Source: an optimization exercise on an open RTL-to-GDS flow (aim: small area). Production flows keep margins and buffers that such runs may drop. In this exercise RTL edits were held to simulation tests only and were not proved equivalent to the original. No driver is modelled on the clock port, so clock power and skew are understated where the tree is cut down; a real chip needs a root buffer or a tree. No activity file was given, so power comes from the tool's default toggle rates.

lane 2:
Design report_tx, start of the top module:
module report_tx(
	input clk,
	input rst,
	input [55:0] frame,
	input send_frame,
	input send_nosig,
	output tx,
	output frame_done,
	output nosig_done
    );
clock: 10.0 ns
lec_check: 0
cap_margin: 0
core_margin: 2
core_utilization: 40
slew_margin: 0
standard.sh (not shown) runs the stock make flow with config.mk's settings and CLKGATE_MAP_FILE= SYNTH_SCRIPT=/design/flow/synth_recipe.tcl, a recipe that flattens the netlist after the stock synthesis.
==> flow/flow/run.sh <==
#!/bin/bash
# Layout flow: the standard flow (standard.sh) with these changes:
#  - synthesis is run once per ABC mapping script in flow/abc_*.script
#    (area-oriented scripts; adders are left to ABC: no ADDER_MAP_FILE),
#    and the run with the smallest cell area is kept.  Only the mapping of
#    the combinational logic differs between runs; the registers are the
#    standard synthesis's.
#  - port buffers are the smallest buffer cell (buf_1)
#  - the clock tree is a single clock buffer (flow/my_clkbuf.tcl) placed
#    at the centre of the registers, in place of clock_tree_synthesis; the
#    clock port drives only this buffer, and every register gets the clock
#    from it
# Each run's full output goes to a log file in this folder.
set -euo pipefail
W=$PWD
rm -rf "$W/scripts"
cp -r "$FLOW_HOME/scripts" "$W/scripts"
cp "$W/flow/my_clkbuf.tcl" "$W/scripts/my_clkbuf.tcl"
grep -q '^log_cmd clock_tree_synthesis {\*}$cts_args$' "$W/scripts/cts.tcl"
sed -i 's|^log_cmd clock_tree_synthesis {\*}$cts_args$|source $::env(SCRIPTS_DIR)/my_clkbuf.tcl\nbench_single_clock_buffer sky130_fd_sc_hd__clkbuf_16|' "$W/scripts/cts.tcl"
grep -q '^my_single_clock_buffer' "$W/scripts/cts.tcl"
best=""
bestarea=""
for sc in "$W"/flow/abc_*.script; do
  n=$(basename "$sc" .script)
  cp "$sc" "$W/scripts/abc_speed.script"
  cp "$sc" "$W/scripts/abc_area.script"
  rm -rf "$W/orfs"
  if bash standard.sh synth SCRIPTS_DIR="$W/scripts" ADDER_MAP_FILE= > "$W/synth_$n.log" 2>&1; then
    a=$(grep -h "Chip area for module" "$W"/orfs/reports/*/*/*/synth_stat.txt | awk '{print $NF}')
    echo "$n $a" >> "$W/synth_areas.log"
    if [[ -z "$best" ]] || awk -v a="$a" -v b="$bestarea" 'BEGIN{exit !(a<b)}'; then
      best=$n; bestarea=$a
    fi
    rm -rf "$W/orfs_$n"; mv "$W/orfs" "$W/orfs_$n"
  fi
done
echo "best $best $bestarea" >> "$W/synth_areas.log"
rm -rf "$W/orfs"
mv "$W/orfs_$best" "$W/orfs"
cp "$W/flow/$best.script" "$W/scripts/abc_speed.script"
cp "$W/flow/$best.script" "$W/scripts/abc_area.script"
for d in "$W"/orfs_abc_*; do rm -rf "$d"; done
bash standard.sh finish SCRIPTS_DIR="$W/scripts" ADDER_MAP_FILE= \
  BUFFER_PORTS_ARGS="-buffer_cell sky130_fd_sc_hd__buf_1" > "$W/layout.log" 2>&1
Other scripts of this flow, unchanged in this note and not shown: flow/flow/abc_1.script, flow/flow/abc_2.script, flow/flow/abc_3.script, flow/flow/abc_4.script, flow/flow/abc_5.script, flow/flow/abc_6.script, flow/flow/my_clkbuf.tcl
Lane 2 did not stop at any stage, and its layout met the timing, DRC and antenna checks.
--- input diff lane 2..lane 4 ---
Settings: putting GPL_TIMING_DRIVEN at 0 where nothing was set; swapping 0 for 20 in CAP_MARGIN; swapping 0 for 20 in SLEW_MARGIN.
diff --git a/flow/flow/run.sh b/flow/flow/run.sh
--- a/flow/flow/run.sh
+++ b/flow/flow/run.sh
@@ -8,3 +8,3 @@
 #  - port buffers are the smallest buffer cell (buf_1)
-#  - the clock tree is a single clock buffer (flow/my_clkbuf.tcl) placed
+#  - the clock tree is a single buffer (buf_12) (flow/my_clkbuf.tcl) placed
 #    at the centre of the registers, in place of clock_tree_synthesis; the
@@ -19,3 +19,3 @@
 grep -q '^log_cmd clock_tree_synthesis {\*}$cts_args$' "$W/scripts/cts.tcl"
-sed -i 's|^log_cmd clock_tree_synthesis {\*}$cts_args$|source $::env(SCRIPTS_DIR)/my_clkbuf.tcl\nbench_single_clock_buffer sky130_fd_sc_hd__clkbuf_16|' "$W/scripts/cts.tcl"
+sed -i 's|^log_cmd clock_tree_synthesis {\*}$cts_args$|source $::env(SCRIPTS_DIR)/my_clkbuf.tcl\nbench_single_clock_buffer sky130_fd_sc_hd__buf_12|' "$W/scripts/cts.tcl"
 grep -q '^my_single_clock_buffer' "$W/scripts/cts.tcl"
Lane 2 → lane 4: placer's final routability congestion estimate went down 4.5%; area of all placed cells without fillers went down 20 sq um.
Cmp lane 4 and lane 2 / part of the total power dissipated in sequential elements / lower: lane 2
Going from lane 2 to lane 4, synthesized-area fraction occupied by ao, oa, aoi and oai cells neither gained nor lost much, overall power consumption went down by about 0.9%, number of inserted filler cells in the final layout increased 9, clock power -about 5%.
Post-route worst setup slack for lane 4 is lower than for lane 2.
Lane 2 and lane 4 ended up with roughly the same synthesized area.
The average instance area after synthesis on lane 2 is in line with that on lane 4.
Against lane 2, lane 4 reports a delay of the slowest cell on the worst path that is higher.
In every run of this note, the design's own scripts or RTL, not TritonCTS, make the clock network.

[port drivers added, routing unchanged]
How much do the figures lean on ideal ports? The routed layouts below were timed once more, with nothing changed but the port constraints.
Step 1 sets driving cells, clkbuf_16 on the clock port and buf_2 on the other inputs (assumed; they add their load-dependent delay and slew).
Step 2 moves the port delays by t, midway between the first and last clock arrival at a register: inputs arrive t later, outputs are due t later. That takes back most of the time a late clock gives input paths.
Slacks: no drivers / after step 1 / after step 2; pairs: no drivers / after step 1.
| run | t, ns | setup slack, ns | worst setup path after step 2 | latest minus earliest clock arrival (ns) | worst data-port slew with drivers (ns) |
|---|---|---|---|---|---|
| lane 2 | 0.177 | 4.226 / 4.203 / 4.203 | input to output | 0.002 / 0.002 | 0.04 |
| lane 4 | 0.154 | 4.130 / 4.108 / 4.108 | input to output | 0.002 / 0.002 | 0.03 |
After both steps every run listed still meets setup and hold. For lane 2, which loses most, drivers alone change the setup slack by -0.023 ns; drivers and shift together by -0.023 ns.
